Source: an optimization exercise on an open RTL-to-GDS flow (aim: small area and a short achievable clock period). Production flows keep margins and buffers that such runs may drop.

Design CPU, start of the top module:
module CPU (
    input clk,
    input reset,
    output [15:0] pc,
    input [15:0] instr,
    output [15:0] alu_out,
    output mem_read,
    output mem_write,
    input [15:0] mem_data
);
    wire stall;
    reg        started;
    reg        ex_sel_sum, ex_sel_and, ex_sel_or, wb_hold;
    reg [15:0] pc_reg;
    reg        id_mem_read, id_mem_write, id_reg_write;
    reg [1:0]  id_alu_op;
    reg        id_sub;
    reg [3:0]  id_ra;
    reg [15:0] id_sel1, id_sel2;   
    reg [15:0] ex_p, ex_g;
    reg        ex_sub;
    reg        ex_mem_read, ex_reg_write;
    reg [3:0]  ex_rd;
    reg [15:0] wb_result;
    reg        wb_mem_read;
    reg [15:0] wb_we;        
    wire       dec_mem_read, dec_mem_write, dec_reg_write;
    wire [1:0] dec_alu_op;
    wire [15:0] next_sel1, next_sel2;
    wire [15:0] rf_data1, rf_data2, id_p, id_g, alu_sum, alu_and, alu_or;
    reg  [15:0] ex_we;
    Control_Unit cu (
        .opcode(instr[15:12]),
        .mem_read(dec_mem_read),
        .mem_write(dec_mem_write),
        .reg_write(dec_reg_write),
        .alu_op(dec_alu_op)
    );
    Hazard_Detection_Unit hdu (
        .clk(clk),
        .reset(reset),
        .id_mem_read(id_mem_read),
        .id_rd(id_ra),
        .instr(instr),
        .stall(stall)
    );
    always @(posedge clk or posedge reset) begin
        if (reset) begin
            pc_reg       <= 16'b0;
            id_mem_read  <= 1'b0;
            id_mem_write <= 1'b0;
            id_reg_write <= 1'b0;
        end else begin
            pc_reg <= pc_reg + {15'b0, ~stall};
            if (!stall) begin
                id_mem_read  <= dec_mem_read;
                id_mem_write <= dec_mem_write;
            end
            id_reg_write <= dec_reg_write;
        end
    end
    always @(posedge clk) begin
        id_alu_op <= dec_alu_op;
  ...
Size in the first run: roughly 1200 cells after synthesis, about 0.016 sq mm of cells after synthesis.
==> module ALU, before the edit <==
module ALU (
    input  [15:0] p,
    input  [15:0] g,
    input         sub,
    output [15:0] sum,
    output [15:0] and_result,
    output [15:0] or_result
);
    wire [15:0] g1, p1, g2, p2, g3, p3, c;
    genvar i;
    generate
        for (i = 0; i < 16; i = i + 1) begin : l1
            if (i >= 1) begin
                assign g1[i] = g[i] | (p[i] & g[i-1]);
                assign p1[i] = p[i] & p[i-1];
            end else begin
                assign g1[i] = g[i];
                assign p1[i] = p[i];
            end
        end
        for (i = 0; i < 16; i = i + 1) begin : l2
            if (i >= 2) begin
                assign g2[i] = g1[i] | (p1[i] & g1[i-2]);
                assign p2[i] = p1[i] & p1[i-2];
            end else begin
                assign g2[i] = g1[i];
                assign p2[i] = p1[i];
            end
        end
        for (i = 0; i < 16; i = i + 1) begin : l3
            if (i >= 4) begin
                assign g3[i] = g2[i] | (p2[i] & g2[i-4]);
                assign p3[i] = p2[i] & p2[i-4];
            end else begin
                assign g3[i] = g2[i];
                assign p3[i] = p2[i];
            end
        end
        for (i = 0; i < 16; i = i + 1) begin : l4
            if (i >= 8)
                assign c[i] = g3[i] | (p3[i] & g3[i-8]);
            else
                assign c[i] = g3[i];
        end
    endgenerate
    assign sum = p ^ {c[14:0], sub};
    assign and_result = g;
    assign or_result  = p | g;
endmodule
==> module Register_File, before the edit <==
module Register_File (
    input         clk,
    input         reset,
    input  [3:0]  next_reg1,     
    input  [3:0]  next_reg2,
    input  [15:0] read_sel1,     
    input  [15:0] read_sel2,
    input  [15:0] write_en,      
    input  [15:0] write_data,
    output reg [15:0] next_sel1,
    output reg [15:0] next_sel2,
    output reg [15:0] reg_data1,
    output reg [15:0] reg_data2
);
    reg [15:0] registers [0:15];
    reg        clear;
    integer i;
    always @(posedge clk or posedge reset) begin
        if (reset)
            clear <= 1'b1;
        else
            clear <= 1'b0;
    end
    always @(posedge clk) begin
        for (i = 0; i < 16; i = i + 1)
            if (write_en[i] || clear)
                registers[i] <= write_data & {16{~clear}};
    end
    always @(*) begin
        for (i = 0; i < 16; i = i + 1) begin
            next_sel1[i] = next_reg1 == i;
            next_sel2[i] = next_reg2 == i;
        end
    end
    always @(*) begin
        reg_data1 = 16'b0;
        reg_data2 = 16'b0;
        for (i = 0; i < 16; i = i + 1) begin
            reg_data1 = reg_data1 | (registers[i] & {16{read_sel1[i]}});
            reg_data2 = reg_data2 | (registers[i] & {16{read_sel2[i]}});
        end
    end
endmodule
==> module CPU, before the edit <==
module CPU (
    input clk,
    input reset,
    output [15:0] pc,
    input [15:0] instr,
    output [15:0] alu_out,
    output mem_read,
    output mem_write,
    input [15:0] mem_data
);
    wire stall;
    reg        started;
    reg        ex_sel_sum, ex_sel_and, ex_sel_or, wb_hold;
    reg [15:0] pc_reg;
    reg        id_mem_read, id_mem_write, id_reg_write;
    reg [1:0]  id_alu_op;
    reg        id_sub;
    reg [3:0]  id_ra;
    reg [15:0] id_sel1, id_sel2;   
    reg [15:0] ex_p, ex_g;
    reg        ex_sub;
    reg        ex_mem_read, ex_reg_write;
    reg [3:0]  ex_rd;
    reg [15:0] wb_result;
    reg        wb_mem_read;
    reg [15:0] wb_we;        
    wire       dec_mem_read, dec_mem_write, dec_reg_write;
    wire [1:0] dec_alu_op;
    wire [15:0] next_sel1, next_sel2;
    wire [15:0] rf_data1, rf_data2, id_p, id_g, alu_sum, alu_and, alu_or;
    reg  [15:0] ex_we;
    Control_Unit cu (
        .opcode(instr[15:12]),
        .mem_read(dec_mem_read),
        .mem_write(dec_mem_write),
        .reg_write(dec_reg_write),
        .alu_op(dec_alu_op)
    );
    Hazard_Detection_Unit hdu (
        .clk(clk),
        .reset(reset),
        .id_mem_read(id_mem_read),
        .id_rd(id_ra),
        .instr(instr),
        .stall(stall)
    );
    always @(posedge clk or posedge reset) begin
        if (reset) begin
            pc_reg       <= 16'b0;
            id_mem_read  <= 1'b0;
            id_mem_write <= 1'b0;
            id_reg_write <= 1'b0;
        end else begin
            pc_reg <= pc_reg + {15'b0, ~stall};
            if (!stall) begin
                id_mem_read  <= dec_mem_read;
                id_mem_write <= dec_mem_write;
            end
            id_reg_write <= dec_reg_write;
        end
    end
    always @(posedge clk) begin
        id_alu_op <= dec_alu_op;
        id_sub    <= dec_alu_op == 2'd1;
        id_ra     <= instr[11:8];
        id_sel1   <= next_sel1;
        id_sel2   <= next_sel2;
    end
    Register_File rf (
        .clk(clk),
        .reset(reset),
        .next_reg1(instr[11:8]),
        .next_reg2(instr[7:4]),
        .read_sel1(id_sel1),
        .read_sel2(id_sel2),
        .write_en(wb_we),
        .write_data(wb_mem_read ? mem_data : wb_result),
        .next_sel1(next_sel1),
        .next_sel2(next_sel2),
        .reg_data1(rf_data1),
        .reg_data2(rf_data2)
    );
    ALU_PG alu_pg (
        .data1(rf_data1),
        .data2(rf_data2),
        .sub(id_sub),
        .p(id_p),
        .g(id_g)
    );
    always @(posedge clk or posedge reset) begin
        if (reset)
            ex_reg_write <= 1'b0;
        else
            ex_reg_write <= id_reg_write;
    end
    always @(posedge clk) begin
        ex_p        <= id_p;
        ex_g        <= id_g;
        ex_sub      <= id_sub;
        ex_mem_read <= id_mem_read;
        ex_rd       <= id_ra;
    end
    ALU alu (
        .p(ex_p),
        .g(ex_g),
        .sub(ex_sub),
        .sum(alu_sum),
        .and_result(alu_and),
        .or_result(alu_or)
    );
    integer i;
    always @(*)
        for (i = 0; i < 16; i = i + 1)
            ex_we[i] = ex_reg_write && ex_rd == i;
    always @(posedge clk or posedge reset) begin
        if (reset) begin
            started      <= 1'b0;
            ex_sel_sum   <= 1'b0;
            ex_sel_and   <= 1'b0;
            ex_sel_or    <= 1'b0;
            wb_hold      <= 1'b0;
            wb_result    <= 16'b0;
            wb_we        <= 16'b0;
        end else begin
            started      <= 1'b1;
            ex_sel_sum   <= started & ~stall & ~id_alu_op[1];
            ex_sel_and   <= started & ~stall & (id_alu_op == 2'd2);
            ex_sel_or    <= started & ~stall & (id_alu_op == 2'd3);
            wb_hold      <= started & stall;
            wb_result    <= (alu_sum & {16{ex_sel_sum}}) | (alu_and & {16{ex_sel_and}})
                          | (alu_or & {16{ex_sel_or}}) | (wb_result & {16{wb_hold}});
            wb_we        <= ex_we;
        end
    end
    always @(posedge clk)
        wb_mem_read <= ex_mem_read;
    assign pc       = pc_reg;
    assign alu_out  = wb_result;
    assign mem_read = id_mem_read;
    assign mem_write = id_mem_write;
endmodule
==> flow/config.mk <==
export PLATFORM = sky130hd
export DESIGN_NAME = CPU
export DESIGN_NICKNAME = CPU
export VERILOG_FILES = /design/flow/design.v
export SDC_FILE = /design/flow/constraint.sdc
export NUM_CORES = 4
export LEC_CHECK = 0
export CAP_MARGIN = 20
export CORE_MARGIN = 2
export CORE_UTILIZATION = 60
export CTS_BUF_LIST = sky130_fd_sc_hd__clkbuf_16
export CTS_CLUSTER_DIAMETER = 80
export CTS_CLUSTER_SIZE = 24
export SETUP_SLACK_MARGIN = 1.6
export SLEW_MARGIN = 20
==> flow/constraint.sdc <==
create_clock -name core_clock -period 3.5 [get_ports {clk}]
set_input_delay 0.7000 -clock core_clock [delete_from_list [all_inputs] [get_ports {clk}]]
set_output_delay 0.7000 -clock core_clock [all_outputs]
set_load 0.01 [all_outputs]
standard.sh (not shown) runs the stock make flow with config.mk's settings and CLKGATE_MAP_FILE= SYNTH_SCRIPT=/design/flow/synth_recipe.tcl, a recipe that flattens the netlist after the stock synthesis.
==> flow/flow/run.sh <==
#!/bin/bash
set -euo pipefail
bash standard.sh synth > synth.log 2>&1
bash standard.sh MATCH_CELL_FOOTPRINT=0 \
  "BUFFER_PORTS_ARGS=-buffer_cell sky130_fd_sc_hd__buf_2" \
  "CTS_ARGS=-sink_clustering_enable -repair_clock_nets -buf_list sky130_fd_sc_hd__clkbuf_16 -sink_clustering_size 24 -sink_clustering_max_diameter 80 -dont_use_dummy_load" \
  finish > layout.log 2>&1
The baseline passed the timing, DRC and antenna checks.
Edit:
--- a/flow/design.v
+++ b/flow/design.v
@@ -11,12 +11,10 @@
 endmodule
 module ALU (
     input  [15:0] p,
     input  [15:0] g,
-    input         sub,
-    output [15:0] sum,
-    output [15:0] and_result,
-    output [15:0] or_result
+    input  [1:0]  op,
+    output [15:0] result
 );
     wire [15:0] g1, p1, g2, p2, g3, p3, c;
     genvar i;
     generate
@@ -53,11 +51,10 @@
             else
                 assign c[i] = g3[i];
         end
     endgenerate
-    assign sum = p ^ {c[14:0], sub};
-    assign and_result = g;
-    assign or_result  = p | g;
+    wire [15:0] sum = p ^ {c[14:0], op[0]};
+    assign result = op[1] ? (op[0] ? (p | g) : g) : sum;
 endmodule
 module Control_Unit (
     input  [3:0] opcode,
     output       mem_read,
@@ -86,25 +83,26 @@
     output reg [15:0] reg_data1,
     output reg [15:0] reg_data2
 );
     reg [15:0] registers [0:15];
-    reg        clear;
+    reg [15:0] valid;
+    wire [15:0] we = write_en;
     integer i;
-    always @(posedge clk or posedge reset) begin
-        if (reset)
-            clear <= 1'b1;
-        else
-            clear <= 1'b0;
-    end
     always @(posedge clk) begin
         for (i = 0; i < 16; i = i + 1)
-            if (write_en[i] || clear)
-                registers[i] <= write_data & {16{~clear}};
+            if (we[i])
+                registers[i] <= write_data;
+    end
+    always @(posedge clk or posedge reset) begin
+        if (reset)
+            valid <= 16'b0;
+        else
+            valid <= valid | we;
     end
     always @(*) begin
         for (i = 0; i < 16; i = i + 1) begin
-            next_sel1[i] = next_reg1 == i;
-            next_sel2[i] = next_reg2 == i;
+            next_sel1[i] = (valid[i] || we[i]) && next_reg1 == i;
+            next_sel2[i] = (valid[i] || we[i]) && next_reg2 == i;
         end
     end
     always @(*) begin
         reg_data1 = 16'b0;
@@ -141,26 +139,26 @@
     input [15:0] mem_data
 );
     wire stall;
     reg        started;
-    reg        ex_sel_sum, ex_sel_and, ex_sel_or, wb_hold;
+    reg        wb_load, wb_hold;
     reg [15:0] pc_reg;
     reg        id_mem_read, id_mem_write, id_reg_write;
     reg [1:0]  id_alu_op;
     reg        id_sub;
     reg [3:0]  id_ra;
     reg [15:0] id_sel1, id_sel2;   
     reg [15:0] ex_p, ex_g;
-    reg        ex_sub;
+    reg [1:0]  ex_alu_op;
     reg        ex_mem_read, ex_reg_write;
     reg [3:0]  ex_rd;
     reg [15:0] wb_result;
     reg        wb_mem_read;
     reg [15:0] wb_we;        
     wire       dec_mem_read, dec_mem_write, dec_reg_write;
     wire [1:0] dec_alu_op;
     wire [15:0] next_sel1, next_sel2;
-    wire [15:0] rf_data1, rf_data2, id_p, id_g, alu_sum, alu_and, alu_or;
+    wire [15:0] rf_data1, rf_data2, alu_result, id_p, id_g;
     reg  [15:0] ex_we;
     Control_Unit cu (
         .opcode(instr[15:12]),
         .mem_read(dec_mem_read),
@@ -227,41 +225,34 @@
     end
     always @(posedge clk) begin
         ex_p        <= id_p;
         ex_g        <= id_g;
-        ex_sub      <= id_sub;
+        ex_alu_op   <= id_alu_op;
         ex_mem_read <= id_mem_read;
         ex_rd       <= id_ra;
     end
     ALU alu (
         .p(ex_p),
         .g(ex_g),
-        .sub(ex_sub),
-        .sum(alu_sum),
-        .and_result(alu_and),
-        .or_result(alu_or)
+        .op(ex_alu_op),
+        .result(alu_result)
     );
     integer i;
     always @(*)
         for (i = 0; i < 16; i = i + 1)
             ex_we[i] = ex_reg_write && ex_rd == i;
     always @(posedge clk or posedge reset) begin
         if (reset) begin
             started      <= 1'b0;
-            ex_sel_sum   <= 1'b0;
-            ex_sel_and   <= 1'b0;
-            ex_sel_or    <= 1'b0;
+            wb_load      <= 1'b0;
             wb_hold      <= 1'b0;
             wb_result    <= 16'b0;
             wb_we        <= 16'b0;
         end else begin
             started      <= 1'b1;
-            ex_sel_sum   <= started & ~stall & ~id_alu_op[1];
-            ex_sel_and   <= started & ~stall & (id_alu_op == 2'd2);
-            ex_sel_or    <= started & ~stall & (id_alu_op == 2'd3);
+            wb_load      <= started & ~stall;
             wb_hold      <= started & stall;
-            wb_result    <= (alu_sum & {16{ex_sel_sum}}) | (alu_and & {16{ex_sel_and}})
-                          | (alu_or & {16{ex_sel_or}}) | (wb_result & {16{wb_hold}});
+            wb_result    <= (alu_result & {16{wb_load}}) | (wb_result & {16{wb_hold}});
             wb_we        <= ex_we;
         end
     end
     always @(posedge clk)
Outcome:
- The new run produced a clean layout
- utilization drops by 0.90 points
- clock-buffer cell count goes up by 1
- critical path depth climbs by 1
- sequential share of layout area came out higher by 1.4 points
- via count goes down slightly
- area after synthesis grows slightly
- wire length falls slightly
- global-route usage goes down by 0.98 points
- design area goes up slightly
No functional check of the RTL was part of any run of this note.

-- separate check: timing with driven ports --
The results above use ideal ports. As a check the final layouts listed here were re-extracted and re-timed, cells and wires unchanged.
Step 1 sets driving cells, clkbuf_16 on the clock port and buf_2 on the other inputs (assumed; they add their load-dependent delay and slew).
Step 2 also shifts input and output timing later by t, the mid clock arrival at the registers, as if the neighbouring blocks saw the same clock.
Three values: no drivers, after step 1, after step 2; two values: the first two.
run	shift t [ns]	slack for setup (ns)	worst setup path after step 2	worst data-port slew with drivers (ns)
the first run	0.569	1.368 / 1.368 / 1.368	register to register	0.03
the second run	0.579	1.508 / 1.508 / 1.508	register to register	0.04
After both steps setup and hold are still met in every run listed.
